From an optimization exercise on the open Yosys and OpenROAD flow, aimed at small area and a short achievable clock period; shortcuts taken in it are not production practice. RTL that was checked went through simulation tests only; none was proved equivalent to the original. No functional check of the RTL was part of runs 1 and 2. No activity file was given, so power comes from the tool's default toggle rates.

==> flow/design.v <==
module reservation_station #(
    parameter RS_SIZE = 8,
    parameter PR_BITS = 6,
    parameter ROB_SIZE = 16,
    parameter ROB_BITS = $clog2(ROB_SIZE)
)(
    input  logic clk,
    input  logic rst,
    input  logic                  dispatch_en,
    input  logic [PR_BITS-1:0]    src1,
    input  logic [PR_BITS-1:0]    src2,
    input  logic [PR_BITS-1:0]    dst,
    input  logic                  src1_ready,
    input  logic                  src2_ready,
    input  logic                  use_imm,
    input  logic [31:0]           imm,
    input  logic [ROB_BITS-1:0]   alloc_rob_idx,
    input  logic                  dispatch_is_branch,
    input  logic [31:0]           dispatch_pc,
    input logic [1:0] dispatch_br_type,
    input  logic                  wb_valid,
    input  logic [PR_BITS-1:0]    wb_phys,
    input  logic                  issue_grant,
    output logic [1:0] issue_br_type,
    output logic                  issue_valid,
    output logic [PR_BITS-1:0]    issue_src1,
    output logic [PR_BITS-1:0]    issue_src2,
    output logic [PR_BITS-1:0]    issue_dst,
    output logic                  issue_use_imm,
    output logic [31:0]           issue_imm,
    output logic                  issue_is_branch,
    output logic [31:0]           issue_pc,
    output logic [ROB_BITS-1:0]   issue_rob_idx,
    output logic [$clog2(RS_SIZE)-1:0] issue_idx,
    output logic                  rs_full
);
    localparam int W = 3*PR_BITS + 1 + 32 + ROB_BITS + 1 + 32 + 2;
    localparam int NSEL = 3;
    logic [W-1:0] din;
    assign din = {src1, src2, dst, use_imm, imm, alloc_rob_idx,
                  dispatch_is_branch, dispatch_pc, dispatch_br_type};
    logic [RS_SIZE-1:0] rs_valid;
    logic [RS_SIZE-1:0] rs_rdy1;    
    logic [RS_SIZE-1:0] rs_rdy2;
    logic [W-1:0]       rs_data [RS_SIZE];
    logic [RS_SIZE-1:0] sel_q [NSEL];
    logic [RS_SIZE-1:0] sel;
    assign sel = sel_q[0];
    always_ff @(posedge clk) begin
        for (int i = 0; i < RS_SIZE; i++)
            if (!rs_valid[i])
                rs_data[i] <= din;
    end
    logic [RS_SIZE-1:0] free_oh, free_below;
    always_comb begin
        logic all_lower;
        all_lower = 1'b1;
        for (int i = 0; i < RS_SIZE; i++) begin
            free_oh[i]    = !rs_valid[i] && all_lower;
            free_below[i] = !all_lower;
            all_lower     = all_lower && rs_valid[i];
        end
    end
    logic disp_ok, rdy1_in, rdy2_in, disp_rdy;
    assign disp_ok  = dispatch_en && (dst != '0);
    assign rdy1_in  = src1_ready || (src1 == '0);
    assign rdy2_in  = src2_ready || (src2 == '0);
    assign disp_rdy = disp_ok && rdy1_in && rdy2_in;
    logic [RS_SIZE-1:0] keep, ok1, ok2, valid_n, rdy1_n, rdy2_n;
    always_comb begin
        for (int i = 0; i < RS_SIZE; i++) begin
            ok1[i]     = rs_rdy1[i] || (wb_valid && rs_data[i][W-1 -: PR_BITS] == wb_phys);
            ok2[i]     = rs_rdy2[i] || (wb_valid && rs_data[i][W-1-PR_BITS -: PR_BITS] == wb_phys);
            keep[i]    = rs_valid[i] && !(issue_grant && sel[i]);
            valid_n[i] = keep[i] || (disp_ok && free_oh[i]);
            rdy1_n[i]  = rs_valid[i] ? ok1[i] : rdy1_in;
            rdy2_n[i]  = rs_valid[i] ? ok2[i] : rdy2_in;
        end
    end
    logic [RS_SIZE-1:0] sel_n [NSEL];
    always_comb begin
        logic [RS_SIZE-1:0] r;
        logic lower;
        for (int k = 0; k < NSEL; k++) begin
            for (int i = 0; i < RS_SIZE; i++)
                case (k)
                    0:       r[i] = (keep[i] && ok1[i]) && ok2[i];
                    1:       r[i] = keep[i] && (ok1[i] && ok2[i]);
                    default: r[i] = (keep[i] && ok2[i]) && ok1[i];
                endcase
            lower = 1'b0;
            for (int i = 0; i < RS_SIZE; i++) begin
                sel_n[k][i] = (r[i] && !lower && !(disp_rdy && free_below[i])) ||
                              (disp_rdy && free_oh[i] && !lower);
                lower = lower || r[i];
            end
        end
    end
    always_ff @(posedge clk or posedge rst) begin
        if (rst) begin
            rs_valid <= '0;
            for (int k = 0; k < NSEL; k++) sel_q[k] <= '0;
        end else begin
            rs_valid <= valid_n;
            for (int k = 0; k < NSEL; k++) sel_q[k] <= sel_n[k];
        end
    end
    always_ff @(posedge clk) begin
        rs_rdy1 <= rdy1_n;
        rs_rdy2 <= rdy2_n;
    end
    logic [W-1:0] dout;
    always_comb begin
        dout = '0;
        for (int i = 0; i < RS_SIZE; i++)
            for (int b = 0; b < W; b++)
                dout[b] = dout[b] | (sel_q[b % NSEL][i] & rs_data[i][b]);
    end
    assign {issue_src1, issue_src2, issue_dst, issue_use_imm, issue_imm, issue_rob_idx,
            issue_is_branch, issue_pc, issue_br_type} = dout;
    assign issue_valid = |sel;
    assign issue_idx   = {sel[4] | sel[5] | sel[6] | sel[7],
                          sel[2] | sel[3] | sel[6] | sel[7],
                          sel[1] | sel[3] | sel[5] | sel[7]};
    assign rs_full     = &rs_valid;
endmodule
==> flow/flow/run.sh <==
#!/bin/bash
# Standard ORFS layout, with plain buffers on the ports instead of the
# delay-cell buffers that buffer_ports picks by default.
set -euo pipefail
EXTRA=()
[[ -f flow/extra.mk ]] && while IFS= read -r l; do [[ -n "$l" ]] && EXTRA+=("$l"); done < flow/extra.mk
bash standard.sh "BUFFER_PORTS_ARGS=-buffer_cell sky130_fd_sc_hd__buf_1" "${EXTRA[@]}" finish > flow_standard.log 2>&1
==> flow/flow/extra.mk <==
==> flow/standard.sh <==
#!/bin/bash
# synth_recipe.tcl (not shown) runs the flow's synth.tcl, then flattens the netlist and writes it again
# the make line also repeats each setting of config.mk as NAME=value (left out here)
make -C /OpenROAD-flow-scripts/flow DESIGN_CONFIG=/design/flow/config.mk WORK_HOME=/design/flow/orfs CLKGATE_MAP_FILE= SYNTH_SCRIPT=/design/flow/synth_recipe.tcl "${@:-finish}"
==> flow/config.mk <==
export PLATFORM = sky130hd
export DESIGN_NAME = reservation_station
export DESIGN_NICKNAME = reservation_station
export VERILOG_FILES = /design/flow/design.v
export SDC_FILE = /design/flow/constraint.sdc
export NUM_CORES = 4
export LEC_CHECK = 0
export CAP_MARGIN = 20
export CORE_MARGIN = 2
export CORE_UTILIZATION = 40
export PLACE_DENSITY = 0.6
export SETUP_SLACK_MARGIN = 1.6
export SLEW_MARGIN = 20
==> flow/constraint.sdc <==
create_clock -name core_clock -period 4.5 [get_ports {clk}]
set_input_delay 0.9000 -clock core_clock [delete_from_list [all_inputs] [get_ports {clk}]]
set_output_delay 0.9000 -clock core_clock [all_outputs]
set_load 0.01 [all_outputs]
==> results of run 1 <==
how the worst max path moves through the flow:
stage,from,endpoint,slack (ps),cells past startpoint
floorplan,rs_valid[7]$_DFF_PP0_,rs_full,1370,3
global placement,wb_phys[1],sel_q[1][5]$_DFF_PP0_,1190,8
detailed placement,wb_phys[1],sel_q[0][5]$_DFF_PP0_,1150,8
CTS,sel_q[0][4]$_DFF_PP0_,issue_dst[0],1520,4
global route,sel_q[0][5]$_DFF_PP0_,issue_valid,1500,3
finish,sel_q[0][5]$_DFF_PP0_,issue_valid,1550,3
layer usage:
| metal | part of all wire (%) | global-route usage [%] | up-vias |
|---|---|---|---|
| met5 | 0.15 | 0 | - |
| met2 | 47 | 34.8 | 703 |
| met4 | 3.1 | 7.52 | 20 |
| met1 | 41 | 29.0 | 8722 |
| met3 | 7.9 | 5.38 | 158 |
| li1 | - | - | 7180 |
cell type report:
class / count / area (µm²) / area share, %
clock buffer: 94 / 2030 / 5.91
multi-input combinational: 704 / 5420 / 15.8
antenna: 4 / 10.0 / 0.0291
clock inverter: 50 / 453 / 1.32
tap: 940 / 1180 / 3.42
sequential: 768 / 22800 / 66.4
timing repair buffer: 325 / 2400 / 6.97
inverter: 10 / 61.3 / 0.178
cells in the final DEF (no fill, tap or decap), types with 23 or more instances in the layout:
| master | count |
|---|---|
| a22oi_1 | 326 |
| a22oi_2 | 35 |
| buf_1 | 172 |
| buf_12 | 23 |
| buf_4 | 74 |
| clkbuf_16 | 80 |
| dfrtp_4 | 23 |
| edfxtp_1 | 720 |
| nand4_1 | 95 |
| xnor2_1 | 28 |
| xor2_1 | 68 |
power breakdown:
| part | switching, W | internal [W] | leakage, nW |
|---|---|---|---|
| logic | 0.00558 | 0.00282 | 2.66 |
| clock network | 0.00271 | 0.00360 | 1.21 |
| registers | 0.00114 | 0.0107 | 7.56 |
| total | 0.00943 | 0.0171 | 11.4 |
worst max-delay path: cells and delay by family, from the launching register on:
family        cells  cell delay [ps]
buf+inv           1              120
simple gates      2              720
flops             1              590
timing repair:
item,4_1_cts,5_1_grt
cloned,0,1
buffers inserted,67,20
gates resized for setup,70,94
setup endpoints to repair,95,52
pin swaps,6,18
hold buffers,0,0
stage by stage:
stage / setup WS, ps / utilization (%) / std cells / cell area, µm² / hold slack [ps]
final: 1550 / 48.9 / 2895 / 34400 / 459
after global routing: 1500 / 48.9 / 2894 / 34400 / 488
after CTS: 1520 / 48.0 / 2870 / 33800 / 418
after detailed placement: 1150 / 43.1 / 2659 / 30300 / 498
after global placement: 1190 / 43.1 / 2659 / 30300 / 490
after floorplan: 1370 / - / 1577 / 28500 / 469
state kept, by name, indices dropped and copies added (netlist names):
name / cells
rs_valid: 8
rs_rdy1: 8
rs_rdy2: 8
rs_data: 720
sel_q: 24
cell families after synthesis:
family / after synthesis / synth area share [%]
simple gates: 186 / 3.84
buf+inv: 105 / 1.75
compound gates: 410 / 11.1
flops: 768 / 80.0
mux: 12 / 0.422
xor+xnor: 96 / 2.96
==> qor.yml, run 1 <==
setup_path:
  r2r-end: "sel_q[2][7]$_DFF_PP0_"
  crit_slowest_cell: "dfrtp_4"
  worstPathArrival_ps: 2050
  path_class: "reg2out"
  max_stage_delay_ps: 590
  crit_required_ps: 3600
  cp-start-kind: "flip-flop"
  worstPathMaxFanout: 6
  r2r_cells: 7
  crit_chain: "or4_4 -> nand2b_4 -> buf_6"
  regToRegSetupSlack_ps: 1940
  reg2reg_from: "sel_q[0][0]$_DFF_PP0_"
  endpoint_kind: "primary output"
routing:
  drt-initial-drc-count: 1705
  dr.pass1.iters: 5
  num_vias: 16783
  wire_per_inst_um: 28.7
  viasPerCell: 5.80
  finalWirelength_um: 83000
  drc: 0
  postRouteAntennaNets: 0
synth:
  seq_area_frac_synth_pct: 80.0
  yosysTopAreaCell: "edfxtp_1"
  yosysMostFrequentCell: "edfxtp_1"
  synth_edf_count: 720
  synthArstFlopShare_pct: 4.17
  synth_warnings: 4
  synthFlopType: "edfxtp_1"
  syn_area_per_cell_um2: 18.0
  synthDistinctLibCells: 57
  synth_area_leaders: "edfxtp_1, a22oi_1, dfrtp_1"
  synth_top_area_share_pct: 76.0
  synth_area_um2: 28400
  synthTopCellsByCount: "edfxtp_1, a22oi_1, nand4_1, clkbuf_1, xor2_1"
  netlist_instances: 1577
  synth-seq-cells: 768
  syn-num-nets: 1680
sta:
  skew_ps: 17.0
  maxSlewHeadroom_pct: 29.1
  hold_viol: 0
  max_freq_ghz: 0.339
  drv_slew: 0
  finalSetupViolations: 0
  rsz0062_at_grt: "yes"
  period_share_pct: 65.5
  tightest_slew_ps: 1060
  finalCriticalPeriod_ps: 2950
  setup-tns-final_ps: 0
floorplan:
  fp-row-count: 97
  fp.coreArea_um2: 70300
  die_y_um: 271
  ios: 198
  initial_core_util_pct: 40.5
  die_area_um2: 73200
  dieWidth_um: 271
clocking:
  insertion_delay_ps: 630
  cts_sinks: 768
  htreeDepth: 3
  clk_pin_slew_ps: 60
  cts_buffer_depth: 3
  cts_inserted_buffers: 78
  cts_tree: "done"
  root_buffer: "clkbuf_16"
power:
  p_leak_nw: 11.4
  finalPower_w: 0.0266
  peakVddDrop_mv: 0.503
  powerDensity_nw_per_um2: 773
final_layout:
  nets: 1990
  drive_above_1_share_pct: 18.5
  area.growth.synth_to_final_pct: 20.9
  num-fill-cells: 5789
global_route:
  grt_overflow: 0
  grt_max_degree: 60
  antenna_found_initial: 14
  grt_util_all_layers_pct: 21.7
  grt_pass1_vias: 16813
  grt_pass1_wl_um: 116000
placed_design:
  portBuffers: 197
  globalplace.congestion: 0.910
  hpwl_um: 43900
job:
  drv_cap: 0
status:
  status: "complete, no violations"
worst_hold_path:
  hold_path_class: "in2async"
==> inputs of run 2 (changes only) <==
==> flow/flow/extra.mk (replaced) <==
CTS_ARGS=-sink_clustering_enable -repair_clock_nets -dont_use_dummy_load -sink_clustering_size 30 -sink_clustering_max_diameter 80
--- a/flow/config.mk
+++ b/flow/config.mk
@@ -9,5 +9,5 @@
 export CORE_MARGIN = 2
-export CORE_UTILIZATION = 40
-export PLACE_DENSITY = 0.6
-export SETUP_SLACK_MARGIN = 1.6
+export CORE_UTILIZATION = 65
+export PLACE_DENSITY = 0.75
+export SETUP_SLACK_MARGIN = 2.0
 export SLEW_MARGIN = 20
==> qor.yml, run 2 <==
sta:
  maxSlewHeadroom_pct: 29.3
  setup-tns-final_ps: 0
  drv_slew: 0
  hold_viol: 0
  fin_ws_ps: 1570
  period_share_pct: 65.1
  skew_ps: 55.9
  rsz0062_at_grt: "yes"
  tightest_slew_ps: 1060
  finalCriticalPeriod_ps: 2930
  max_freq_ghz: 0.342
  finalSetupViolations: 0
worst_hold_path:
  hold_path_class: "in2async"
synth:
  yosysTopAreaCell: "edfxtp_1"
  synthArstFlopShare_pct: 4.17
  syn_area_per_cell_um2: 18.0
  seq_area_frac_synth_pct: 80.0
  syn-num-nets: 1680
  synth_edf_count: 720
  yosysMostFrequentCell: "edfxtp_1"
  synth_top_area_share_pct: 76.0
  netlist_instances: 1577
  synth_warnings: 4
  synth-seq-cells: 768
  synthDistinctLibCells: 57
  synth_area_um2: 28400
  synthTopCellsByCount: "edfxtp_1, a22oi_1, nand4_1, clkbuf_1, xor2_1"
  synth_area_leaders: "edfxtp_1, a22oi_1, dfrtp_1"
  synthFlopType: "edfxtp_1"
final_layout:
  area.growth.synth_to_final_pct: 18.3
  final_common_cell: "edfxtp_1"
  regMostFlops: "rs_data"
  num-fill-cells: 2346
  nets: 1962
  seq_area_um2: 22800
  largest_register_ffs: 720
  drive_above_1_share_pct: 28.5
  reg_top3: "rs_data x720, sel_q x24"
  mostFrequentLayoutCells: "edfxtp_1, a22oi_2, a22oi_1"
  multi_input_area_um2: 6210
clocking:
  cts_inserted_buffers: 34
  insertion_delay_ps: 580
  cts_tree: "done"
  htreeDepth: 2
  clk_pin_slew_ps: 110
  cts_sinks: 768
  root_buffer: "clkbuf_16"
  cts_buffer_depth: 3
floorplan:
  initial_core_util_pct: 65.9
  fp.coreArea_um2: 43200
  die_y_um: 213
  fp-row-count: 76
  dieWidth_um: 213
  ios: 198
  die_area_um2: 45400
global_route:
  grt_overflow: 0
  grt_max_degree: 76
  grt_util_all_layers_pct: 33.2
  antenna_found_initial: 6
  grt_pass1_vias: 16512
  grt_pass1_wl_um: 107000
power:
  p_switching_w: 0.00884
  p_leak_nw: 11.1
  power_frac_seq_pct: 48.8
  power.share.combinational_pct: 37.3
  peakVddDrop_mv: 0.523
  pwr-share-clk_pct: 13.8
  sw_frac_of_total_pct: 36.2
  powerDensity_nw_per_um2: 726
  internal-power_w: 0.0156
setup_path:
  path_class: "reg2out"
  crit_end: "issue_valid"
  r2r_cells: 8
  regToRegSetupSlack_ps: 2100
  crit_chain: "buf_12 -> or4_4 -> nand2b_4 -> buf_6"
  cp-start-kind: "flip-flop"
  max_stage_delay_ps: 530
  worstPathMaxFanout: 3
  worstPathArrival_ps: 2030
  crit_slowest_cell: "dfrtp_4"
  endpoint_kind: "primary output"
  reg2reg_from: "sel_q[0][1]$_DFF_PP0_"
  startpoint: "sel_q[0][7]$_DFF_PP0_"
  r2r-end: "sel_q[2][5]$_DFF_PP0_"
  crit_required_ps: 3600
routing:
  wire_per_inst_um: 31.1
  top_layer_used: "met5"
  postRouteAntennaNets: 0
  drc: 0
  met3_length_um: 7120
  num_vias: 16815
  drt-initial-drc-count: 1915
  dr.pass1.iters: 9
  routed-wl-met2_um: 37700
  viasPerCell: 6.87
  met1Wirelength_um: 28900
  finalWirelength_um: 76100
placed_design:
  globalplace.congestion: 0.921
  post-place-ws_ps: 1150
  hpwl_um: 38900
  portBuffers: 197
status:
  status: "complete, no violations"
job:
  drv_cap: 0
run 2: changes by cell type in the layout (fill, tap and decap cells not counted), moves of 9 or more:
cell,previous run,this run
buf_8,5,14
clkbuf_16,80,36
clkbuf_1,15,0
a22oi_1,326,174
clkinv_2,14,0
buf_6,21,38
buf_2,15,73
buf_1,172,94
clkinv_1,18,0
a22oi_2,35,187
run 2: logic make-up (layout without fill, tap and decap cells):
logic type	Yosys count	after routing	synth area share [%]
AO/OA/AOI/OAI	410	410	11.1
flip-flops	768	768	80.0
AND/OR/NAND/NOR	186	186	3.84
other	0	4	0
XOR/XNOR	96	96	2.96
multiplexers	12	12	0.422
buffers and inverters	105	385	1.75
run 2: power groups by stage:
stage          clock [W]  combinational, W  sequential (W)
3_3_place_gp           0           0.00635          0.0121
3_5_place_dp           0           0.00640          0.0122
4_1_cts          0.00336           0.00858          0.0118
2_1_floorplan          0           0.00409          0.0114
5_1_grt          0.00361           0.00958          0.0121
6_report         0.00337           0.00911          0.0119
run 2: layer usage:
metal	track usage [%]	vias to the layer above
met5	0	-
met4	11.1	4
met3	7.37	155
li1	-	7046
met2	53.3	921
met1	46.1	8689
run 2: how the worst min path moves through the flow:
stage	startpoint	endpoint	slack (ps)	cells after the start
after floorplan	rs_rdy2[4]$_DFF_P_	rs_rdy2[4]$_DFF_P_	470	2
after global placement	rs_rdy2[0]$_DFF_P_	rs_rdy2[0]$_DFF_P_	500	2
after detailed placement	rs_rdy1[6]$_DFF_P_	rs_rdy1[6]$_DFF_P_	520	2
after CTS	rst	sel_q[0][5]$_DFF_PP0_	420	2
after global routing	rst	sel_q[0][5]$_DFF_PP0_	480	2
final	rst	sel_q[0][5]$_DFF_PP0_	430	2
run 2: layout make-up:
cell class | instances | area share, %
inverters | 10 | 0.197
diodes | 4 | 0.0298
well taps | 585 | 2.18
repair buffers | 341 | 8.76
multi-input cells | 704 | 18.5
clock buffers | 34 | 2.53
flip-flops and latches | 768 | 67.8
run 2: metrics by stage:
step / total power [W] / std cells / utilization [%] / hold slack (ps) / cell area [µm²]
global placement: 0.0185 / 2306 / 69.2 / 496 / 29900
CTS: 0.0237 / 2422 / 76.3 / 421 / 32900
global route: 0.0252 / 2443 / 77.9 / 479 / 33600
finish: 0.0244 / 2446 / 77.9 / 435 / 33600
floorplan: 0.0155 / 1577 / - / 469 / 28500
detailed placement: 0.0186 / 2306 / 69.2 / 516 / 29900
run 2: timing repair:
action	in CTS	in global routing
buffers inserted	69	18
endpoints found under the setup margin	113	116
resized for setup	339	138
hold endpoints to repair	0	0
hold buffers	0	0
cloned	13	2
pin swaps	101	83
run 2: critical path: cells and delay by family (launching register included):
family / cells / cell delay [ps]
buffers and inverters: 2 / 270
DFF: 1 / 530
and+or+nand+nor: 2 / 660
==> inputs of run 3 (changes only) <==
--- a/flow/design.v
+++ b/flow/design.v
@@ -37,3 +37,3 @@
     localparam int W = 3*PR_BITS + 1 + 32 + ROB_BITS + 1 + 32 + 2;
-    localparam int NSEL = 3;
+    localparam int NSEL = 6;
     logic [W-1:0] din;
@@ -48,2 +48,4 @@
     assign sel = sel_q[0];
+    logic       valid_q, full_q;
+    logic [2:0] idx_q;
     always_ff @(posedge clk) begin
@@ -85,3 +87,3 @@
             for (int i = 0; i < RS_SIZE; i++)
-                case (k)
+                case (k % 3)
                     0:       r[i] = (keep[i] && ok1[i]) && ok2[i];
@@ -92,4 +94,8 @@
             for (int i = 0; i < RS_SIZE; i++) begin
-                sel_n[k][i] = (r[i] && !lower && !(disp_rdy && free_below[i])) ||
-                              (disp_rdy && free_oh[i] && !lower);
+                if (k < 3)
+                    sel_n[k][i] = (r[i] && !lower && !(disp_rdy && free_below[i])) ||
+                                  (disp_rdy && free_oh[i] && !lower);
+                else
+                    sel_n[k][i] = !lower && ((r[i] && !(disp_rdy && free_below[i])) ||
+                                             (disp_rdy && free_oh[i]));
                 lower = lower || r[i];
@@ -102,2 +108,5 @@
             for (int k = 0; k < NSEL; k++) sel_q[k] <= '0;
+            valid_q  <= 1'b0;
+            idx_q    <= '0;
+            full_q   <= 1'b0;
         end else begin
@@ -105,2 +114,7 @@
             for (int k = 0; k < NSEL; k++) sel_q[k] <= sel_n[k];
+            valid_q  <= |sel_n[0];
+            idx_q    <= {sel_n[0][4] | sel_n[0][5] | sel_n[0][6] | sel_n[0][7],
+                         sel_n[0][2] | sel_n[0][3] | sel_n[0][6] | sel_n[0][7],
+                         sel_n[0][1] | sel_n[0][3] | sel_n[0][5] | sel_n[0][7]};
+            full_q   <= &valid_n;
         end
@@ -120,7 +134,5 @@
             issue_is_branch, issue_pc, issue_br_type} = dout;
-    assign issue_valid = |sel;
-    assign issue_idx   = {sel[4] | sel[5] | sel[6] | sel[7],
-                          sel[2] | sel[3] | sel[6] | sel[7],
-                          sel[1] | sel[3] | sel[5] | sel[7]};
-    assign rs_full     = &rs_valid;
+    assign issue_valid = valid_q;
+    assign issue_idx   = idx_q;
+    assign rs_full     = full_q;
 endmodule
--- a/flow/config.mk
+++ b/flow/config.mk
@@ -11,3 +11,3 @@
 export PLACE_DENSITY = 0.75
-export SETUP_SLACK_MARGIN = 2.0
+export SETUP_SLACK_MARGIN = 1.9
 export SLEW_MARGIN = 20
==> qor.yml, run 3 <==
sta:
  finalCriticalPeriod_ps: 2800
  drv_slew: 0
  rsz0062_at_grt: "yes"
  tightest_slew_ps: 1090
  max_freq_ghz: 0.357
  setup-tns-final_ps: 0
  finalSetupViolations: 0
  maxSlewHeadroom_pct: 27.5
  period_share_pct: 62.2
  skew_ps: 51.4
  hold_viol: 0
power:
  finalPower_w: 0.0237
  sw_frac_of_total_pct: 35.8
  power.share.combinational_pct: 33.8
  power_frac_seq_pct: 51.6
  p_leak_nw: 11.4
  internal-power_w: 0.0152
  pwr-share-clk_pct: 14.5
  peakVddDrop_mv: 0.674
  powerDensity_nw_per_um2: 697
  p_switching_w: 0.00848
worst_hold_path:
  hold_path_class: "in2async"
synth:
  syn_area_per_cell_um2: 17.9
  synth_area_leaders: "edfxtp_1, a22oi_1, dfrtp_1"
  synth_area_um2: 29000
  synth_warnings: 4
  yosysTopAreaCell: "edfxtp_1"
  yosysMostFrequentCell: "edfxtp_1"
  synthDistinctLibCells: 45
  synth-seq-cells: 794
  seq_area_frac_synth_pct: 80.7
  synth_edf_count: 720
  synthFlopType: "edfxtp_1"
  netlist_instances: 1618
  syn-num-nets: 1721
  synthArstFlopShare_pct: 7.30
  synth_top_area_share_pct: 74.6
  synthTopCellsByCount: "edfxtp_1, a22oi_1, nand4_1, xor2_1, clkbuf_1"
global_route:
  grt_max_degree: 64
  grt_pass1_wl_um: 111000
  grt_pass1_vias: 16882
  grt_util_all_layers_pct: 33.2
  antenna_found_initial: 3
  grt_overflow: 0
setup_path:
  cp.depth: 4
  max_stage_delay_ps: 540
  r2r-end: "valid_q$_DFF_PP0_"
  crit_end: "issue_dst[3]"
  crit_chain: "buf_12 -> a22oi_2 -> nand4_1 -> buf_2"
  crit_required_ps: 3600
  worstPathMaxFanout: 19
  reg2reg_from: "rs_data[0][84]$_DFFE_PN_"
  path_delay_family: "flip-flops"
  startpoint: "sel_q[3][0]$_DFF_PP0_"
  r2r_cells: 7
  path_class: "reg2out"
  cp-start-kind: "flip-flop"
  worstPathArrival_ps: 1900
  endpoint_kind: "primary output"
  crit_slowest_cell: "dfrtp_4"
  critPathBufInv: 2
  regToRegSetupSlack_ps: 1920
floorplan:
  die_area_um2: 46300
  fp-row-count: 77
  dieWidth_um: 215
  initial_core_util_pct: 65.7
  die_y_um: 215
  ios: 198
  fp.coreArea_um2: 44100
routing:
  drt-initial-drc-count: 2393
  drc: 0
  finalWirelength_um: 78500
  postRouteAntennaNets: 0
  num_vias: 17518
  viasPerCell: 6.98
  dr.pass1.iters: 5
  wire_per_inst_um: 31.3
final_layout:
  reg_top3: "rs_data x720, sel_q x45"
  area.growth.synth_to_final_pct: 17.3
  fin_cells: 2508
  fin_util_pct: 77.1
  largest_register_ffs: 720
  mostFrequentLayoutCells: "edfxtp_1, a22oi_1, a22oi_2"
  drive_above_1_share_pct: 25.2
  final_common_cell: "edfxtp_1"
  num-fill-cells: 2367
  nets: 2016
  regMostFlops: "rs_data"
clocking:
  clk_pin_slew_ps: 100
  root_buffer: "clkbuf_16"
  insertion_delay_ps: 590
  cts_inserted_buffers: 35
  cts_sinks: 794
  htreeDepth: 2
  cts_tree: "done"
  cts_buffer_depth: 3
  hold_buffers: 0
status:
  status: "complete, no violations"
placed_design:
  hpwl_um: 42200
  dp.cells: 2354
  globalplace.congestion: 0.960
  portBuffers: 197
job:
  drv_cap: 0
[run 3: how the worst min path moves through the flow]
stage / from / endpoint / slack (ps)
floorplan: rs_rdy2[6]$_DFF_P_ / rs_rdy2[6]$_DFF_P_ / 470
global placement: rs_rdy1[4]$_DFF_P_ / rs_rdy1[4]$_DFF_P_ / 490
detailed placement: rs_rdy2[6]$_DFF_P_ / rs_rdy2[6]$_DFF_P_ / 500
CTS: rst / sel_q[5][3]$_DFF_PP0_ / 360
global route: rst / sel_q[5][3]$_DFF_PP0_ / 400
finish: rst / sel_q[5][3]$_DFF_PP0_ / 380
[run 3: kinds of logic after synthesis]
kind of cell           after synthesis  share of synthesized area, %
AND/OR/NAND/NOR                    220                          4.20
AO/OA/AOI/OAI                      402                          10.4
multiplexers                        12                         0.414
flip-flops                         794                          80.7
buffers and inverters               94                          1.36
XOR/XNOR                            96                          2.90
[run 3: area by class of cell]
cell class | instances | area [µm²] | area share, %
clock buffer | 35 | 876 | 2.58
tap | 592 | 741 | 2.18
sequential | 794 | 23500 | 69.2
inverter | 9 | 62.6 | 0.184
timing repair inverter | 1 | 5.00 | 0.0147
multi-input combinational | 730 | 6070 | 17.8
antenna | 5 | 12.5 | 0.0368
timing repair buffer | 342 | 2720 | 8.00
[run 3: timing repair]
action,4_1_cts,5_1_grt
endpoints found under the setup margin,127,124
setup buffers,77,32
gates cloned,5,0
resized for setup,293,147
pin swaps,55,42
[run 3: per-layer routing]
metal | GRT usage (%) | part of all wire, %
met4 | 11.0 | 4.0
met5 | 0 | 0.017
met2 | 51.7 | 48
met3 | 7.97 | 11
met1 | 47.0 | 37
[run 3: metrics by stage]
stage	setup slack, ps	area [µm²]	hold slack [ps]
6_report	1700	34000	382
3_3_place_gp	773	30400	485
4_1_cts	1710	33200	364
3_5_place_dp	655	30400	497
2_1_floorplan	1380	29100	467
5_1_grt	1660	34000	403
[run 3: power groups by stage]
stage               registers (W)  logic (W)  clock network (W)
floorplan                  0.0115    0.00371                  0
global placement           0.0124    0.00557                  0
detailed placement         0.0125    0.00565                  0
CTS                        0.0121    0.00736            0.00345
global route               0.0124    0.00841            0.00369
finish                     0.0122    0.00802            0.00344
==> inputs of run 4 (changes only) <==
==> flow/flow/extra.mk (replaced) <==
CTS_ARGS=-sink_clustering_enable -repair_clock_nets -dont_use_dummy_load -sink_clustering_size 24 -sink_clustering_max_diameter 80
--- a/flow/config.mk
+++ b/flow/config.mk
@@ -11,3 +11,3 @@
 export PLACE_DENSITY = 0.75
-export SETUP_SLACK_MARGIN = 1.9
+export SETUP_SLACK_MARGIN = 1.3
 export SLEW_MARGIN = 20
==> qor.yml, run 4 <==
status:
  status: "complete, no violations"
routing:
  finalWirelength_um: 70900
  dr.pass1.iters: 5
  drc: 0
  num_vias: 16347
  postRouteAntennaNets: 0
  viasPerCell: 6.82
  drt-initial-drc-count: 1969
  wire_per_inst_um: 29.6
setup_path:
  critPathBufInv: 1
  path_delay_family: "simple AND/OR/NAND/NOR gates"
  worstPathArrival_ps: 3540
  endpoint_kind: "flip-flop"
  crit_slowest_cell: "or4_4"
  max_stage_delay_ps: 590
  cp-start-kind: "input pin"
  crit_required_ps: 4980
  path_class: "in2reg"
  worstPathMaxFanout: 13
  crit_chain: "clkbuf_2 -> or4_4 -> o31ai_4 -> or3_4 -> a21oi_1 -> or3_4 -> or3_4 -> or2_1"
  crit_path_frequent_cell: "or3_4"
global_route:
  grt_pass1_vias: 16158
  grt_overflow: 0
  grt_max_degree: 61
  grt_util_all_layers_pct: 30.5
  grt_pass1_wl_um: 103000
  antenna_found_initial: 7
floorplan:
  die_y_um: 215
  ios: 198
  fp-row-count: 77
  die_area_um2: 46300
  fp.coreArea_um2: 44100
  dieWidth_um: 215
  initial_core_util_pct: 65.7
synth:
  synthDistinctLibCells: 45
  yosysTopAreaCell: "edfxtp_1"
  syn-num-nets: 1721
  synth_area_um2: 29000
  yosysMostFrequentCell: "edfxtp_1"
  synth_edf_count: 720
  seq_area_frac_synth_pct: 80.7
  syn_area_per_cell_um2: 17.9
  synth_warnings: 4
  synthFlopType: "edfxtp_1"
  synth_area_leaders: "edfxtp_1, a22oi_1, dfrtp_1"
  netlist_instances: 1618
  synth_top_area_share_pct: 74.6
  synthArstFlopShare_pct: 7.30
  synthTopCellsByCount: "edfxtp_1, a22oi_1, nand4_1, xor2_1, clkbuf_1"
  synth-seq-cells: 794
sta:
  rsz0062_at_grt: "no"
  hold_viol: 0
  drv_slew: 0
  finalCriticalPeriod_ps: 3050
  maxSlewHeadroom_pct: 27.1
  skew_ps: 41.5
  period_share_pct: 67.8
  max_freq_ghz: 0.328
  tightest_slew_ps: 1090
  setup-tns-final_ps: 0
  finalSetupViolations: 0
clocking:
  cts_tree: "done"
  htreeDepth: 2
  cts_buffer_depth: 3
  clk_pin_slew_ps: 90
  cts_sinks: 794
  root_buffer: "clkbuf_16"
  hold_buffers: 0
  cts_inserted_buffers: 39
  insertion_delay_ps: 590
power:
  internal-power_w: 0.0139
  sw_frac_of_total_pct: 35.4
  pwr-share-clk_pct: 16.8
  power_frac_seq_pct: 57.3
  p_leak_nw: 10.4
  powerDensity_nw_per_um2: 688
  peakVddDrop_mv: 0.733
  p_switching_w: 0.00765
  power.share.combinational_pct: 25.9
final_layout:
  area.growth.synth_to_final_pct: 8.26
  final_common_cell: "edfxtp_1"
  drive_above_1_share_pct: 5.00
  largest_register_ffs: 720
  fin_cells: 2397
  num-fill-cells: 2855
  regMostFlops: "rs_data"
  reg_top3: "rs_data x720, sel_q x45"
  nets: 1906
  mostFrequentLayoutCells: "edfxtp_1, a22oi_1, buf_1"
placed_design:
  dp.cells: 2352
  portBuffers: 197
  globalplace.congestion: 0.905
  hpwl_um: 41400
worst_hold_path:
  hold_path_class: "in2async"
job:
  drv_cap: 0
-- run 4: cell counts after synthesis --
Identical to the previous run, type by type.
-- run 4: layout make-up --
class | count | area [µm²] | share of cell area [%]
Antenna cell | 4 | 10.0 | 0.0319
Clock buffer | 39 | 976 | 3.11
Inverter | 9 | 56.3 | 0.179
Multi-Input combinational cell | 730 | 5220 | 16.6
Sequential cell | 794 | 23400 | 74.5
Tap cell | 592 | 741 | 2.36
Timing Repair Buffer | 229 | 993 | 3.17
-- run 4: what timing repair did --
action,CTS,global route
endpoints found under the setup margin,15,8
resized for setup,2,2
hold endpoints to repair,0,0
setup buffers,0,2
gates cloned,0,0
pin swaps,0,1
-- run 4: layer usage --
| layer | routed length, µm | vias up | global-route usage [%] |
|---|---|---|---|
| met5 | 45 | - | 0 |
| met4 | 1950 | 6 | 10.0 |
| met3 | 7050 | 136 | 5.49 |
| met2 | 34100 | 934 | 48.4 |
| met1 | 27700 | 8307 | 43.7 |
| li1 | - | 6964 | - |
-- run 4: power by group through the flow --
| stage | logic [W] | clock network [W] | registers [W] |
|---|---|---|---|
| 3_5_place_dp | 0.00560 | 0 | 0.0125 |
| 5_1_grt | 0.00602 | 0.00390 | 0.0125 |
| 3_3_place_gp | 0.00554 | 0 | 0.0124 |
| 4_1_cts | 0.00564 | 0.00366 | 0.0123 |
| 2_1_floorplan | 0.00367 | 0 | 0.0116 |
| 6_report | 0.00558 | 0.00364 | 0.0124 |
-- run 4: through the flow --
step                setup slack (ps)  power (W)  util (%)  hold slack, ps  cell area [µm²]
floorplan                       1380     0.0152         -             467            29000
global placement                 751     0.0179      68.8             485            30400
detailed placement               650     0.0181      68.8             494            30400
CTS                             1320     0.0216      71.1             428            31400
global route                    1360     0.0225      71.1             445            31400
finish                          1450     0.0216      71.1             402            31400
-- run 4: cells by family after synthesis --
logic type | after synthesis | share of synthesized area (%)
flops | 794 | 80.7
compound gates | 402 | 10.4
simple gates | 220 | 4.20
xor+xnor | 96 | 2.90
buf+inv | 94 | 1.36
mux | 12 | 0.414
-- run 4: path summary, 6_finish.rpt --
| path | startpoint | end | slack, ps | depth (start not counted) |
|---|---|---|---|---|
| setup / recovery | dst[1] | valid_q$_DFF_PP0_ | 1450 | 8 |
| setup reg to reg | rs_data[5][87]$_DFFE_PN_ | idx_q[2]$_DFF_PP0_ | 1760 | 7 |
| hold / removal | rst | sel_q[5][3]$_DFF_PP0_ | 400 | 2 |
| hold reg to reg | rs_rdy1[5]$_DFF_P_ | rs_rdy1[5]$_DFF_P_ | 510 | 2 |
| max in group asynchronous | rst | sel_q[3][0]$_DFF_PP0_ | 3210 | 3 |
| min in group core_clock | rs_rdy1[5]$_DFF_P_ | rs_rdy1[5]$_DFF_P_ | 510 | 2 |
==> inputs of run 5 (changes only) <==
--- a/flow/config.mk
+++ b/flow/config.mk
@@ -11,3 +11,4 @@
 export PLACE_DENSITY = 0.75
-export SETUP_SLACK_MARGIN = 1.3
+export SETUP_SLACK_MARGIN = 1.9
 export SLEW_MARGIN = 20
+export TNS_END_PERCENT = 5
==> qor.yml, run 5 <==
power:
  peakVddDrop_mv: 0.594
  p_leak_nw: 10.6
  powerDensity_nw_per_um2: 687
  finalPower_w: 0.0221
synth:
  synth_edf_count: 720
  synthTopCellsByCount: "edfxtp_1, a22oi_1, nand4_1, xor2_1, clkbuf_1"
  netlist_instances: 1618
  synth-seq-cells: 794
  yosysTopAreaCell: "edfxtp_1"
  syn_area_per_cell_um2: 17.9
  synth_area_um2: 29000
  synthDistinctLibCells: 45
  synth_area_leaders: "edfxtp_1, a22oi_1, dfrtp_1"
  seq_area_frac_synth_pct: 80.7
  synth_warnings: 4
  synthFlopType: "edfxtp_1"
  yosysMostFrequentCell: "edfxtp_1"
  synthArstFlopShare_pct: 7.30
  syn-num-nets: 1721
  synth_top_area_share_pct: 74.6
final_layout:
  reg_top3: "rs_data x720, sel_q x45"
  regMostFlops: "rs_data"
  nets: 1943
  area.growth.synth_to_final_pct: 10.7
  drive_above_1_share_pct: 11.7
  final_common_cell: "edfxtp_1"
  mostFrequentLayoutCells: "edfxtp_1, a22oi_1, buf_1"
  largest_register_ffs: 720
  num-fill-cells: 2764
  fin_util_pct: 72.7
setup_path:
  path_delay_family: "flip-flops"
  max_stage_delay_ps: 590
  critPathBufInv: 1
  worstPathArrival_ps: 1860
  startpoint: "sel_q[0][5]$_DFF_PP0_"
  crit_chain: "a22oi_1 -> nand4_1 -> buf_2"
  crit_slowest_cell: "dfrtp_2"
  crit_required_ps: 3600
  path_class: "reg2out"
  worstPathMaxFanout: 16
  endpoint_kind: "primary output"
  cp-start-kind: "flip-flop"
  reg2reg_from: "rs_data[3][89]$_DFFE_PN_"
sta:
  maxSlewHeadroom_pct: 28.6
  finalSetupViolations: 0
  tightest_slew_ps: 1060
  hold_viol: 0
  period_share_pct: 61.3
  setup-tns-final_ps: 0
  skew_ps: 26.8
  drv_slew: 0
  rsz0062_at_grt: "yes"
  max_freq_ghz: 0.363
  finalCriticalPeriod_ps: 2760
placed_design:
  portBuffers: 197
  globalplace.congestion: 0.961
  hpwl_um: 41200
floorplan:
  die_area_um2: 46300
  dieWidth_um: 215
  initial_core_util_pct: 65.7
  ios: 198
  fp.coreArea_um2: 44100
  fp-row-count: 77
  die_y_um: 215
routing:
  drc: 0
  wire_per_inst_um: 29.1
  postRouteAntennaNets: 0
  finalWirelength_um: 70900
  num_vias: 16371
  dr.pass1.iters: 7
  drt-initial-drc-count: 2038
  viasPerCell: 6.72
clocking:
  cts_buffer_depth: 3
  insertion_delay_ps: 580
  clk_pin_slew_ps: 90
  hold_buffers: 0
  cts_inserted_buffers: 39
  root_buffer: "clkbuf_16"
  cts_tree: "done"
  cts_sinks: 794
  htreeDepth: 2
global_route:
  grt_pass1_vias: 15762
  grt_overflow: 0
  grt_util_all_layers_pct: 30.5
  antenna_found_initial: 4
  grt_pass1_wl_um: 103000
  grt_max_degree: 65
job:
  drv_cap: 0
status:
  status: "complete, no violations"
worst_hold_path:
  hold_path_class: "in2async"
## run 5: cell families (layout without fill, tap and decap cells)
kind of cell,Yosys count,in the layout,synth area share (%)
other,0,5,0
multiplexers,12,12,0.414
AND/OR/NAND/NOR,220,220,4.20
buffers and inverters,94,314,1.36
AO/OA/AOI/OAI,402,402,10.4
flip-flops,794,794,80.7
XOR/XNOR,96,96,2.90
## run 5: area by class of cell
| type | count | area (µm²) | area share, % |
|---|---|---|---|
| sequential | 794 | 23500 | 73.1 |
| multi-input combinational | 730 | 5370 | 16.7 |
| timing repair buffer | 265 | 1470 | 4.59 |
| clock buffer | 39 | 976 | 3.04 |
| tap | 592 | 741 | 2.31 |
| inverter | 9 | 56.3 | 0.175 |
| antenna | 5 | 12.5 | 0.0390 |
| timing repair inverter | 1 | 5.00 | 0.0156 |
## run 5: what timing repair did
item | in CTS | in global routing
cloned | 1 | 0
endpoints found under the setup margin | 136 | 110
pin swaps | 9 | 11
setup buffers | 27 | 13
resized for setup | 81 | 50
## run 5: path summary, 6_finish.rpt
| kind | slack [ps] | cells after the start | to |
|---|---|---|---|
| setup / recovery | 1740 | 3 | issue_src2[0] |
| hold / removal | 460 | 2 | sel_q[1][2]$_DFF_PP0_ |
| setup reg to reg | 2090 | 7 | valid_q$_DFF_PP0_ |
| hold reg to reg | 520 | 2 | rs_rdy2[2]$_DFF_P_ |
| max in group asynchronous | 3190 | 3 | sel_q[4][0]$_DFF_PP0_ |
| min in group core_clock | 500 | 1 | rs_data[5][75]$_DFFE_PN_ |
## run 5: per-stage QoR
step / cells / setup slack, ps / hold slack [ps] / cell area, µm²
after floorplan: 1618 / 1380 / 467 / 29000
after global placement: 2350 / 782 / 497 / 30400
after detailed placement: 2350 / 689 / 495 / 30400
after CTS: 2417 / 1740 / 457 / 31800
after global routing: 2432 / 1710 / 473 / 32100
final: 2435 / 1740 / 455 / 32100
## run 5: layer usage
metal	vias up	global-route usage (%)	part of all wire [%]
met2	891	47.1	47
met5	-	0	0
met3	127	5.99	10
li1	7035	-	-
met1	8318	45.5	40
met4	0	8.53	2.9
## run 5: power breakdown
group          switching, W  internal, W
combinational       0.00411      0.00200
clock               0.00205      0.00155
sequential          0.00159       0.0108
==> inputs of run 6 (changes only) <==
--- a/flow/config.mk
+++ b/flow/config.mk
@@ -13,2 +13,2 @@
 export SLEW_MARGIN = 20
-export TNS_END_PERCENT = 5
+export TNS_END_PERCENT = 0
==> qor.yml, run 6 <==
global_route:
  grt_util_all_layers_pct: 30.7
  use_met1_pct: 44.7
  grt_max_degree: 63
  use_met2_pct: 46.3
  use_met3_pct: 6.78
  grt_pass1_vias: 16422
  antenna_found_initial: 3
  grt_overflow: 0
  grt_pass1_wl_um: 104000
  busiest_layer: "met2"
synth:
  synth-seq-cells: 794
  synthTopCellsByCount: "edfxtp_1, a22oi_1, nand4_1, xor2_1, clkbuf_1"
  synth_top_family_by_area: "compound AO/OA/AOI/OAI gates"
  synthAdderAreaFrac_pct: 0
  synthFlopType: "edfxtp_1"
  synth_top_area_share_pct: 74.6
  synth_mux_area_share_pct: 0.414
  synth_area_um2: 29000
  synth_xor_area_share_pct: 2.90
  syn-num-nets: 1721
  synth-simple-area-share_pct: 4.20
  yosysMostFrequentCell: "edfxtp_1"
  seq_area_frac_synth_pct: 80.7
  syn_area_per_cell_um2: 17.9
  netlist_instances: 1618
  synth-compound-area-share_pct: 10.4
  synthArstFlopShare_pct: 7.30
  yosysTopAreaCell: "edfxtp_1"
  synthDistinctLibCells: 45
  synth_warnings: 4
  synth_edf_count: 720
  synth_area_leaders: "edfxtp_1, a22oi_1, dfrtp_1"
sta:
  hold_viol: 0
  max_freq_ghz: 0.363
  period_share_pct: 61.2
  maxSlewHeadroom_pct: 28.9
  rsz0062_at_grt: "yes"
  setup-tns-final_ps: 0
  tightest_slew_ps: 1070
  finalCriticalPeriod_ps: 2750
  drv_slew: 0
  skew_ps: 50.2
  finalSetupViolations: 0
clocking:
  root_buffer: "clkbuf_16"
  cts_inserted_buffers: 39
  cts_buffer_depth: 3
  cts_tree: "done"
  cts_sinks: 794
  htreeDepth: 2
  clk_pin_slew_ps: 90
  insertion_delay_ps: 600
final_layout:
  mostFrequentLayoutCells: "edfxtp_1, a22oi_1, buf_1"
  nets: 1964
  drive_above_1_share_pct: 13.4
  reg_top3: "rs_data x720, sel_q x45"
  fin_util_pct: 73.1
  fin_cells: 2456
  fin_area_um2: 32300
  largest_register_ffs: 720
  regMostFlops: "rs_data"
  area.growth.synth_to_final_pct: 11.3
  final_common_cell: "edfxtp_1"
placed_design:
  portBuffers: 197
  dp.cells: 2354
  dpl_cell_area_um2: 30400
  globalplace.congestion: 0.964
  hpwl_um: 41600
setup_path:
  crit_chain: "buf_6 -> a22oi_1 -> nand4_1 -> buf_1"
  r2r_cells: 7
  cp-start-kind: "flip-flop"
  path_class: "reg2out"
  crit_slowest_cell: "dfrtp_4"
  max_stage_delay_ps: 550
  r2r-end: "valid_q$_DFF_PP0_"
  worstPathMaxFanout: 8
  regToRegSetupSlack_ps: 1830
  path_delay_family: "flip-flops"
  critPathBufInv: 2
  crit_required_ps: 3600
  reg2reg_from: "rs_valid[1]$_DFF_PP0_"
  endpoint_kind: "primary output"
  worstPathArrival_ps: 1850
power:
  powerDensity_nw_per_um2: 691
  p_leak_nw: 10.7
  peakVddDrop_mv: 0.521
routing:
  drc: 0
  wire_per_inst_um: 29.6
  num_vias: 16643
  finalWirelength_um: 72600
  drt-initial-drc-count: 2076
  viasPerCell: 6.78
  dr.pass1.iters: 5
  postRouteAntennaNets: 0
status:
  status: "complete, no violations"
floorplan:
  fp-row-count: 77
  dieWidth_um: 215
  die_y_um: 215
  fp.coreArea_um2: 44100
  initial_core_util_pct: 65.7
  ios: 198
  die_area_um2: 46300
job:
  drv_cap: 0
worst_hold_path:
  hold_path_class: "in2async"
==> run 6: cell counts after synthesis <==
No cell type changed its count.
==> run 6: final cells by class <==
type                    instances  area (µm²)
clock buffers                  39         976
diodes                          5        12.5
inverters                       9        56.3
repair buffers                287        1610
multi-input cells             730        5410
fillers                      2694       11800
well taps                     592         741
flip-flops and latches        794       23500
==> run 6: per-stage QoR <==
step / power, W / hold WS (ps) / setup slack, ps
2_1_floorplan: 0.0152 / 467 / 1380
3_3_place_gp: 0.0179 / 488 / 748
3_5_place_dp: 0.0181 / 493 / 662
4_1_cts: 0.0219 / 308 / 1750
5_1_grt: 0.0231 / 333 / 1690
6_report: 0.0223 / 303 / 1750
==> run 6: cell families after synthesis <==
family                 after synthesis
flip-flops                         794
AO/OA/AOI/OAI                      402
AND/OR/NAND/NOR                    220
XOR/XNOR                            96
buffers and inverters               94
multiplexers                        12
==> run 6: what timing repair did <==
action	4_1_cts	5_1_grt
cloned	0	0
hold buffers	0	0
setup buffers	34	24
resized for setup	69	75
setup endpoints to repair	129	128
pin swaps	8	13
endpoints found under the hold margin	0	0
==> run 6: worst max-delay path by stage <==
stage / startpoint / endpoint / slack [ps] / cells past startpoint
finish: sel_q[0][3]$_DFF_PP0_ / issue_pc[10] / 1750 / 4
detailed placement: dst[1] / valid_q$_DFF_PP0_ / 660 / 8
global route: sel_q[5][6]$_DFF_PP0_ / issue_dst[5] / 1690 / 3
global placement: dst[1] / valid_q$_DFF_PP0_ / 750 / 8
CTS: sel_q[5][0]$_DFF_PP0_ / issue_pc[15] / 1750 / 4
floorplan: dst[1] / valid_q$_DFF_PP0_ / 1380 / 8
==> run 6: where the power goes <==
| part | total, W | switching (W) | leakage [nW] | internal (W) |
|---|---|---|---|---|
| Sequential | 0.0123 | 0.00149 | 7.94 | 0.0108 |
| Combinational | 0.00640 | 0.00431 | 2.33 | 0.00209 |
| Clock | 0.00364 | 0.00208 | 0.481 | 0.00155 |
==> run 6: metal layers <==
metal / up-vias / share of wire (%)
li1: 7077 / -
met1: 8445 / 39
met2: 966 / 47
met3: 155 / 10
met4: 0 / 3.8
met5: - / 0
==> inputs of run 7 (changes only) <==
--- a/flow/config.mk
+++ b/flow/config.mk
@@ -11,4 +11,4 @@
 export PLACE_DENSITY = 0.75
-export SETUP_SLACK_MARGIN = 1.9
+export SETUP_SLACK_MARGIN = 2.6
 export SLEW_MARGIN = 20
-export TNS_END_PERCENT = 0
+export TNS_END_PERCENT = 5
==> qor.yml, run 7 <==
status:
  status: "complete, no violations"
final_layout:
  regMostFlops: "rs_data"
  largest_register_ffs: 720
  drive_above_1_share_pct: 14.4
  final_common_cell: "edfxtp_1"
  area.growth.synth_to_final_pct: 12.0
  fin_util_pct: 73.6
  reg_top3: "rs_data x720, sel_q x45"
  mostFrequentLayoutCells: "edfxtp_1, a22oi_1, buf_1"
  num-fill-cells: 2717
  nets: 1957
sta:
  hold_viol: 0
  rsz0062_at_grt: "yes"
  drv_slew: 0
  maxSlewHeadroom_pct: 28.0
  tightest_slew_ps: 1080
  max_freq_ghz: 0.360
  finalSetupViolations: 0
  timing.hold.ws_ps: 457
  setup-tns-final_ps: 0
  period_share_pct: 61.7
  skew_ps: 33.3
  finalCriticalPeriod_ps: 2780
setup_path:
  endpoint_kind: "primary output"
  regToRegSetupSlack_ps: 2050
  worstPathArrival_ps: 1880
  crit_required_ps: 3600
  worstPathMaxFanout: 9
  cp-start-kind: "flip-flop"
  reg2reg_from: "rs_data[4][87]$_DFFE_PN_"
  startpoint: "sel_q[5][0]$_DFF_PP0_"
  crit_end: "issue_src1[2]"
  r2r_cells: 7
  path_class: "reg2out"
  r2r-end: "valid_q$_DFF_PP0_"
power:
  pwr-share-clk_pct: 16.2
  p_leak_nw: 10.8
  p_switching_w: 0.00792
  internal-power_w: 0.0145
  peakVddDrop_mv: 0.599
  power.share.combinational_pct: 28.7
  power_frac_seq_pct: 55.1
  sw_frac_of_total_pct: 35.3
  finalPower_w: 0.0224
  powerDensity_nw_per_um2: 690
routing:
  finalWirelength_um: 72400
  num_vias: 16656
  drt-initial-drc-count: 2017
  drc: 0
  wire_per_inst_um: 29.6
  viasPerCell: 6.81
  dr.pass1.iters: 5
  postRouteAntennaNets: 0
placed_design:
  globalplace.congestion: 0.961
  hpwl_um: 41200
  portBuffers: 197
synth:
  yosysMostFrequentCell: "edfxtp_1"
  syn-num-nets: 1721
  netlist_instances: 1618
  synthTopCellsByCount: "edfxtp_1, a22oi_1, nand4_1, xor2_1, clkbuf_1"
  synth_area_um2: 29000
  synthFlopType: "edfxtp_1"
  synthArstFlopShare_pct: 7.30
  synthDistinctLibCells: 45
  synth_warnings: 4
  synth_area_leaders: "edfxtp_1, a22oi_1, dfrtp_1"
  synth_edf_count: 720
  yosysTopAreaCell: "edfxtp_1"
  synth-seq-cells: 794
  seq_area_frac_synth_pct: 80.7
  syn_area_per_cell_um2: 17.9
  synth_top_area_share_pct: 74.6
clocking:
  insertion_delay_ps: 590
  cts_buffer_depth: 3
  htreeDepth: 2
  cts_sinks: 794
  root_buffer: "clkbuf_16"
  clk_pin_slew_ps: 100
  cts_tree: "done"
  cts_inserted_buffers: 39
global_route:
  grt_overflow: 0
  grt_pass1_vias: 15986
  antenna_found_initial: 6
  grt_max_degree: 65
  grt_pass1_wl_um: 104000
  grt_util_all_layers_pct: 30.9
floorplan:
  dieWidth_um: 215
  die_area_um2: 46300
  fp-row-count: 77
  die_y_um: 215
  fp.coreArea_um2: 44100
  ios: 198
  initial_core_util_pct: 65.7
job:
  drv_cap: 0
worst_hold_path:
  hold_path_class: "in2async"
-- run 7: cell counts after synthesis --
No cell type changed its count.
-- run 7: layout make-up --
class	count	area, µm²	area share, %
antenna	3	7.51	0.0231
clock buffer	39	976	3.01
inverter	9	56.3	0.173
multi-input combinational	730	5500	16.9
sequential	794	23500	72.3
tap	592	741	2.28
timing repair buffer	279	1700	5.22
timing repair inverter	1	5.00	0.0154
-- run 7: power groups by stage --
stage	registers [W]	logic, W	clock network (W)
CTS	0.0123	0.00619	0.00365
floorplan	0.0116	0.00370	0
global route	0.0125	0.00686	0.00390
global placement	0.0125	0.00546	0
finish	0.0124	0.00643	0.00363
detailed placement	0.0125	0.00551	0
-- run 7: cell families after synthesis --
kind of cell           count (synthesis)  synth area share (%)
AO/OA/AOI/OAI                        402                  10.4
XOR/XNOR                              96                  2.90
buffers and inverters                 94                  1.36
flip-flops                           794                  80.7
multiplexers                          12                 0.414
AND/OR/NAND/NOR                      220                  4.20
-- run 7: how the worst min path moves through the flow --
| stage | start | to | slack, ps |
|---|---|---|---|
| 2_1_floorplan | rs_rdy2[6]$_DFF_P_ | rs_rdy2[6]$_DFF_P_ | 470 |
| 3_3_place_gp | rs_rdy2[0]$_DFF_P_ | rs_rdy2[0]$_DFF_P_ | 500 |
| 3_5_place_dp | rs_rdy2[2]$_DFF_P_ | rs_rdy2[2]$_DFF_P_ | 500 |
| 4_1_cts | rst | sel_q[1][3]$_DFF_PP0_ | 460 |
| 5_1_grt | dst[0] | rs_data[1][72]$_DFFE_PN_ | 500 |
| 6_report | rst | sel_q[1][2]$_DFF_PP0_ | 460 |
-- run 7: stage by stage --
stage	std cells	area, µm²	setup WS (ps)
2_1_floorplan	1618	29000	1380
3_3_place_gp	2350	30400	782
3_5_place_dp	2350	30400	689
4_1_cts	2439	32200	1740
5_1_grt	2444	32500	1670
6_report	2447	32500	1720
-- run 7: routing by layer --
metal / track usage, % / share of wire, % / vias to the layer above / wire (µm)
met5: 0 / 0.059 / - / 43
met4: 10.6 / 3.3 / 6 / 2400
met3: 7.08 / 11 / 147 / 8000
met2: 46.9 / 47 / 986 / 34200
met1: 45.0 / 38 / 8447 / 27800
li1: - / - / 7070 / -
-- run 7: critical path, stage by stage (launching register included) --
cell	delay (ps)
dfrtp_4	550
buf_12	170
a22oi_1	220
nand4_1	160
clkbuf_2	180
-- run 7: repair_timing --
| action | in CTS | in global routing |
|---|---|---|
| setup buffers | 49 | 5 |
| gates resized for setup | 142 | 62 |
| setup endpoints to repair | 482 | 544 |
| hold buffers | 0 | 0 |
| gates cloned | 1 | 0 |
| pin swaps | 23 | 10 |
==> inputs of run 8 (changes only) <==
==> flow/flow/extra.mk (replaced) <==
CTS_ARGS=-sink_clustering_enable -repair_clock_nets -dont_use_dummy_load -sink_clustering_size 24 -sink_clustering_max_diameter 80
RECOVER_POWER=100
--- a/flow/config.mk
+++ b/flow/config.mk
@@ -11,3 +11,3 @@
 export PLACE_DENSITY = 0.75
-export SETUP_SLACK_MARGIN = 2.6
+export SETUP_SLACK_MARGIN = 2.3
 export SLEW_MARGIN = 20
==> qor.yml, run 8 <==
setup_path:
  endpoint_kind: "primary output"
  max_stage_delay_ps: 950
  worstPathMaxFanout: 15
  worstPathArrival_ps: 2550
  crit_required_ps: 3600
  startpoint: "sel_q[4][0]$_DFF_PP0_"
  path_class: "reg2out"
  crit_chain: "clkbuf_1 -> a22oi_1 -> nand4_1 -> buf_1"
  crit_slowest_cell: "clkbuf_1"
  reg2reg_from: "rs_valid[4]$_DFF_PP0_"
  cp-start-kind: "flip-flop"
sta:
  rsz0062_at_grt: "yes"
  tightest_slew_ps: 2320
  finalCriticalPeriod_ps: 3450
  skew_ps: 35.4
  setup-tns-final_ps: 0
  drv_slew: 318
  period_share_pct: 76.6
  finalSetupViolations: 0
  max_freq_ghz: 0.290
  hold_viol: 0
  maxSlewHeadroom_pct: -54.8
power:
  peakVddDrop_mv: 0.597
  p_leak_nw: 10.4
  powerDensity_nw_per_um2: 689
routing:
  postRouteAntennaNets: 0
  wire_per_inst_um: 29.2
  drc: 0
  dr.pass1.iters: 5
  finalWirelength_um: 71400
  num_vias: 16477
  drt-initial-drc-count: 1915
  viasPerCell: 6.75
final_layout:
  reg_top3: "rs_data x720, sel_q x45"
  largest_register_ffs: 720
  drive_above_1_share_pct: 8.45
  final_common_cell: "edfxtp_1"
  mostFrequentLayoutCells: "edfxtp_1, a22oi_1, clkbuf_1"
  regMostFlops: "rs_data"
  fin_cells: 2442
  area.growth.synth_to_final_pct: 9.82
  fin_area_um2: 31800
  fin_util_pct: 72.2
  nets: 1951
synth:
  seq_area_frac_synth_pct: 80.7
  synthArstFlopShare_pct: 7.30
  synth_edf_count: 720
  syn_area_per_cell_um2: 17.9
  yosysTopAreaCell: "edfxtp_1"
  synthFlopType: "edfxtp_1"
  synthAdderAreaFrac_pct: 0
  syn-num-nets: 1721
  synth_mux_area_share_pct: 0.414
  synth_xor_area_share_pct: 2.90
  synth_top_area_share_pct: 74.6
  synth_top_family_by_area: "compound AO/OA/AOI/OAI gates"
  synth-compound-area-share_pct: 10.4
  synth_area_leaders: "edfxtp_1, a22oi_1, dfrtp_1"
  synth_warnings: 4
  synthDistinctLibCells: 45
  synth-simple-area-share_pct: 4.20
  synthTopCellsByCount: "edfxtp_1, a22oi_1, nand4_1, xor2_1, clkbuf_1"
  yosysMostFrequentCell: "edfxtp_1"
  netlist_instances: 1618
  synth-seq-cells: 794
  synth_area_um2: 29000
floorplan:
  die_area_um2: 46300
  initial_core_util_pct: 65.7
  ios: 198
  fp.coreArea_um2: 44100
  die_y_um: 215
  fp-row-count: 77
  dieWidth_um: 215
placed_design:
  dp.cells: 2350
  hpwl_um: 41200
  portBuffers: 197
  dpl_cell_area_um2: 30400
  globalplace.congestion: 0.961
global_route:
  grt_util_all_layers_pct: 30.8
  grt_pass1_wl_um: 104000
  use_met1_pct: 44.8
  grt_overflow: 0
  busiest_layer: "met2"
  use_met3_pct: 7.26
  grt_pass1_vias: 15929
  grt_max_degree: 65
  use_met2_pct: 46.8
  antenna_found_initial: 5
clocking:
  cts_inserted_buffers: 39
  insertion_delay_ps: 590
  cts_sinks: 794
  root_buffer: "clkbuf_16"
  htreeDepth: 2
  clk_pin_slew_ps: 80
  hold_buffers: 0
  cts_buffer_depth: 3
  cts_tree: "done"
worst_hold_path:
  worstHoldStart: "rs_rdy2[2]$_DFF_P_"
  hold_path_class: "reg2reg"
job:
  drv_cap: 11
status:
  status: "complete, but fails checks"
  violations: "capacitance limit, slew limit"
run 8: cell counts after synthesis:
No cell type changed its count.
run 8: area by class of cell:
cell class | instances | area, µm²
clock buffers | 39 | 976
well taps | 592 | 741
flip-flops and latches | 794 | 23500
diodes | 4 | 10.0
fillers | 2844 | 12300
inverters | 9 | 51.3
multi-input cells | 730 | 5330
repair buffers | 273 | 1270
repair inverters | 1 | 5.00
run 8: layer usage:
metal	wire, µm	share of wire [%]
met1	27900	39
met2	33600	47
met3	7650	11
met4	2260	3.2
met5	13	0.018
run 8: stage by stage:
stage	total power [W]	worst slack (ps)	hold slack [ps]
2_1_floorplan	0.0153	1380	467
3_3_place_gp	0.0179	782	497
3_5_place_dp	0.0181	689	495
4_1_cts	0.0221	1740	457
5_1_grt	0.0228	917	553
6_report	0.0219	1050	522
run 8: power by group:
part | switching (W) | internal [W] | total (W)
clock | 0.00206 | 0.00155 | 0.00362
combinational | 0.00412 | 0.00181 | 0.00592
sequential | 0.00159 | 0.0108 | 0.0124
run 8: final timing paths:
path	end	slack [ps]	depth (start not counted)
worst max-delay path	issue_pc[17]	1050	4
worst min-delay path	rs_rdy2[2]$_DFF_P_	520	2
worst max register to register	rs_data[4][13]$_DFFE_PN_	1280	2
worst min register to register	rs_rdy2[2]$_DFF_P_	520	2
max in group asynchronous	sel_q[4][0]$_DFF_PP0_	1860	3
min in group asynchronous	sel_q[1][2]$_DFF_PP0_	730	2
run 8: logic make-up after synthesis:
group,Yosys count
mux,12
buf+inv,94
simple gates,220
xor+xnor,96
flops,794
compound gates,402
run 8: what timing repair did:
item                                    in CTS  in global routing
buffers inserted                            48                  0
gates cloned                                 1                  0
resized for setup                          125                 26
pin swaps                                   20                  4
endpoints found under the setup margin     235                237
run 8: worst max-delay path: cells and delay by family, from the launching register on:
kind	cells	cell delay (ps)
buffers and inverters	2	1110
AND/OR/NAND/NOR	1	170
flip-flops	1	450
AO/OA/AOI/OAI	1	250
==> inputs of run 9 (changes only) <==
==> flow/flow/extra.mk (replaced) <==
CTS_ARGS=-sink_clustering_enable -repair_clock_nets -dont_use_dummy_load -sink_clustering_size 24 -sink_clustering_max_diameter 80
==> qor.yml, run 9 <==
placed_design:
  hpwl_um: 41200
  globalplace.congestion: 0.961
  portBuffers: 197
  dpl_cell_area_um2: 30400
floorplan:
  dieWidth_um: 215
  fp.coreArea_um2: 44100
  die_y_um: 215
  die_area_um2: 46300
  initial_core_util_pct: 65.7
  ios: 198
  fp-row-count: 77
global_route:
  grt_pass1_wl_um: 104000
  antenna_found_initial: 6
  grt_pass1_vias: 15929
  grt_util_all_layers_pct: 30.8
  grt_overflow: 0
  grt_max_degree: 65
synth:
  synth-seq-cells: 794
  yosysMostFrequentCell: "edfxtp_1"
  synth_warnings: 4
  synth_area_leaders: "edfxtp_1, a22oi_1, dfrtp_1"
  syn_area_per_cell_um2: 17.9
  synthDistinctLibCells: 45
  synthArstFlopShare_pct: 7.30
  yosysTopAreaCell: "edfxtp_1"
  synthTopCellsByCount: "edfxtp_1, a22oi_1, nand4_1, xor2_1, clkbuf_1"
  synth_top_area_share_pct: 74.6
  syn-num-nets: 1721
  synthFlopType: "edfxtp_1"
  synth_edf_count: 720
  seq_area_frac_synth_pct: 80.7
  synth_area_um2: 29000
  netlist_instances: 1618
final_layout:
  area.growth.synth_to_final_pct: 11.2
  nets: 1951
  num-fill-cells: 2745
  largest_register_ffs: 720
  fin_area_um2: 32200
  regMostFlops: "rs_data"
  final_common_cell: "edfxtp_1"
  mostFrequentLayoutCells: "edfxtp_1, a22oi_1, buf_1"
  drive_above_1_share_pct: 12.8
  reg_top3: "rs_data x720, sel_q x45"
sta:
  hold_viol: 0
  skew_ps: 32.5
  timing.hold.ws_ps: 446
  maxSlewHeadroom_pct: 29.2
  setup-tns-final_ps: 0
  max_freq_ghz: 0.366
  drv_slew: 0
  tightest_slew_ps: 1060
  finalSetupViolations: 0
  rsz0062_at_grt: "yes"
  finalCriticalPeriod_ps: 2730
  period_share_pct: 60.7
power:
  p_leak_nw: 10.7
  peakVddDrop_mv: 0.595
  internal-power_w: 0.0144
  power.share.combinational_pct: 27.9
  powerDensity_nw_per_um2: 687
  sw_frac_of_total_pct: 35.2
  pwr-share-clk_pct: 16.3
  power_frac_seq_pct: 55.8
  p_switching_w: 0.00781
clocking:
  hold_buffers: 0
  cts_inserted_buffers: 39
  htreeDepth: 2
  cts_sinks: 794
  cts_tree: "done"
  insertion_delay_ps: 590
  root_buffer: "clkbuf_16"
  clk_pin_slew_ps: 100
  cts_buffer_depth: 3
setup_path:
  regToRegSetupSlack_ps: 2020
  path_class: "reg2out"
  crit_slowest_cell: "dfrtp_4"
  reg2reg_from: "rs_data[4][87]$_DFFE_PN_"
  endpoint_kind: "primary output"
  worstPathMaxFanout: 5
  worstPathArrival_ps: 1830
  cp-start-kind: "flip-flop"
  crit_required_ps: 3600
  max_stage_delay_ps: 560
  r2r-end: "idx_q[1]$_DFF_PP0_"
  r2r_cells: 8
  crit_chain: "buf_12 -> a22oi_1 -> nand4_1 -> buf_1"
routing:
  viasPerCell: 6.77
  num_vias: 16542
  drt-initial-drc-count: 2014
  finalWirelength_um: 71600
  drc: 0
  postRouteAntennaNets: 0
  wire_per_inst_um: 29.3
  dr.pass1.iters: 6
job:
  drv_cap: 0
status:
  status: "complete, no violations"
worst_hold_path:
  hold_path_class: "in2async"
==> run 9: layer usage <==
| layer | wire length [µm] | global-route usage [%] | share of wire [%] |
|---|---|---|---|
| met5 | 27 | 0 | 0.038 |
| met2 | 33600 | 46.8 | 47 |
| met3 | 7380 | 7.26 | 10 |
| met1 | 28300 | 44.8 | 40 |
| met4 | 2310 | 10.3 | 3.2 |
==> run 9: area by class of cell <==
type                       instances  area [µm²]  share of cell area (%)
sequential                       794       23500                    72.8
timing repair inverter             1        5.00                  0.0155
tap                              592         741                    2.30
antenna                            5        12.5                  0.0388
timing repair buffer             273        1560                    4.82
clock buffer                      39         976                    3.03
multi-input combinational        730        5430                    16.8
inverter                           9        56.3                   0.175
==> run 9: cells by family (layout without fill, tap and decap cells) <==
family	Yosys count	in the layout	share of synthesized area (%)
flip-flops	794	794	80.7
AO/OA/AOI/OAI	402	402	10.4
AND/OR/NAND/NOR	220	220	4.20
XOR/XNOR	96	96	2.90
buffers and inverters	94	322	1.36
multiplexers	12	12	0.414
other	0	5	0
==> run 9: metrics by stage <==
stage	total power [W]	utilization, %	cells	setup WS (ps)
floorplan	0.0153	-	1618	1380
global placement	0.0179	68.8	2350	782
detailed placement	0.0181	68.8	2350	689
CTS	0.0221	72.9	2438	1740
global route	0.0230	73.1	2439	1710
finish	0.0222	73.1	2443	1770
==> run 9: power groups by stage <==
stage               clock [W]  combinational (W)  sequential (W)
global route          0.00389            0.00663          0.0125
global placement            0            0.00546          0.0125
floorplan                   0            0.00370          0.0116
detailed placement          0            0.00551          0.0125
finish                0.00361            0.00618          0.0124
CTS                   0.00365            0.00616          0.0123
==> run 9: how the worst max path moves through the flow <==
| stage | startpoint | to | slack (ps) |
|---|---|---|---|
| 3_3_place_gp | dst[1] | valid_q$_DFF_PP0_ | 780 |
| 5_1_grt | sel_q[5][0]$_DFF_PP0_ | issue_dst[5] | 1710 |
| 4_1_cts | sel_q[3][0]$_DFF_PP0_ | issue_imm[24] | 1740 |
| 2_1_floorplan | dst[1] | valid_q$_DFF_PP0_ | 1380 |
| 3_5_place_dp | dst[1] | valid_q$_DFF_PP0_ | 690 |
| 6_report | sel_q[5][4]$_DFF_PP0_ | issue_pc[27] | 1770 |
==> run 9: worst max-delay path, delay by kind of cell, from the launching register on <==
kind	cells	cell delay, ps
AO/OA/AOI/OAI	1	170
buffers and inverters	2	330
AND/OR/NAND/NOR	1	180
flip-flops	1	560
==> run 9: timing repair <==
action                                  in CTS  in global routing
endpoints found under the setup margin     235                237
resized for setup                          125                 26
buffers inserted                            48                  0
cloned                                       1                  0
pin swaps                                   20                  4

port drivers added, routing unchanged:
The flow's constraints put no driver on any port. The routed layouts listed below were extracted and timed again, unchanged, in two steps.
Step 1 assumes that a clkbuf_16 drives the clock port and a buf_2 every other input.
Step 2 also shifts input and output timing later by t, the mid clock arrival at the registers, as if the neighbouring blocks saw the same clock.
a / b / c = no drivers / after step 1 / after step 2; a / b = the first two.
run	shift t [ns]	slack for setup (ns)
run 1	0.675	1.552 / 1.494 / 0.897
run 2	0.612	1.572 / 1.517 / 1.454
run 3	0.621	1.701 / 1.642 / 1.100
run 4	0.633	1.447 / 1.396 / 0.833
run 5	0.632	1.742 / 1.682 / 1.186
run 6	0.631	1.748 / 1.691 / 1.125
run 7	0.634	1.722 / 1.662 / 1.211
run 8	0.631	1.051 / 0.994 / 0.483
run 9	0.634	1.767 / 1.707 / 1.244
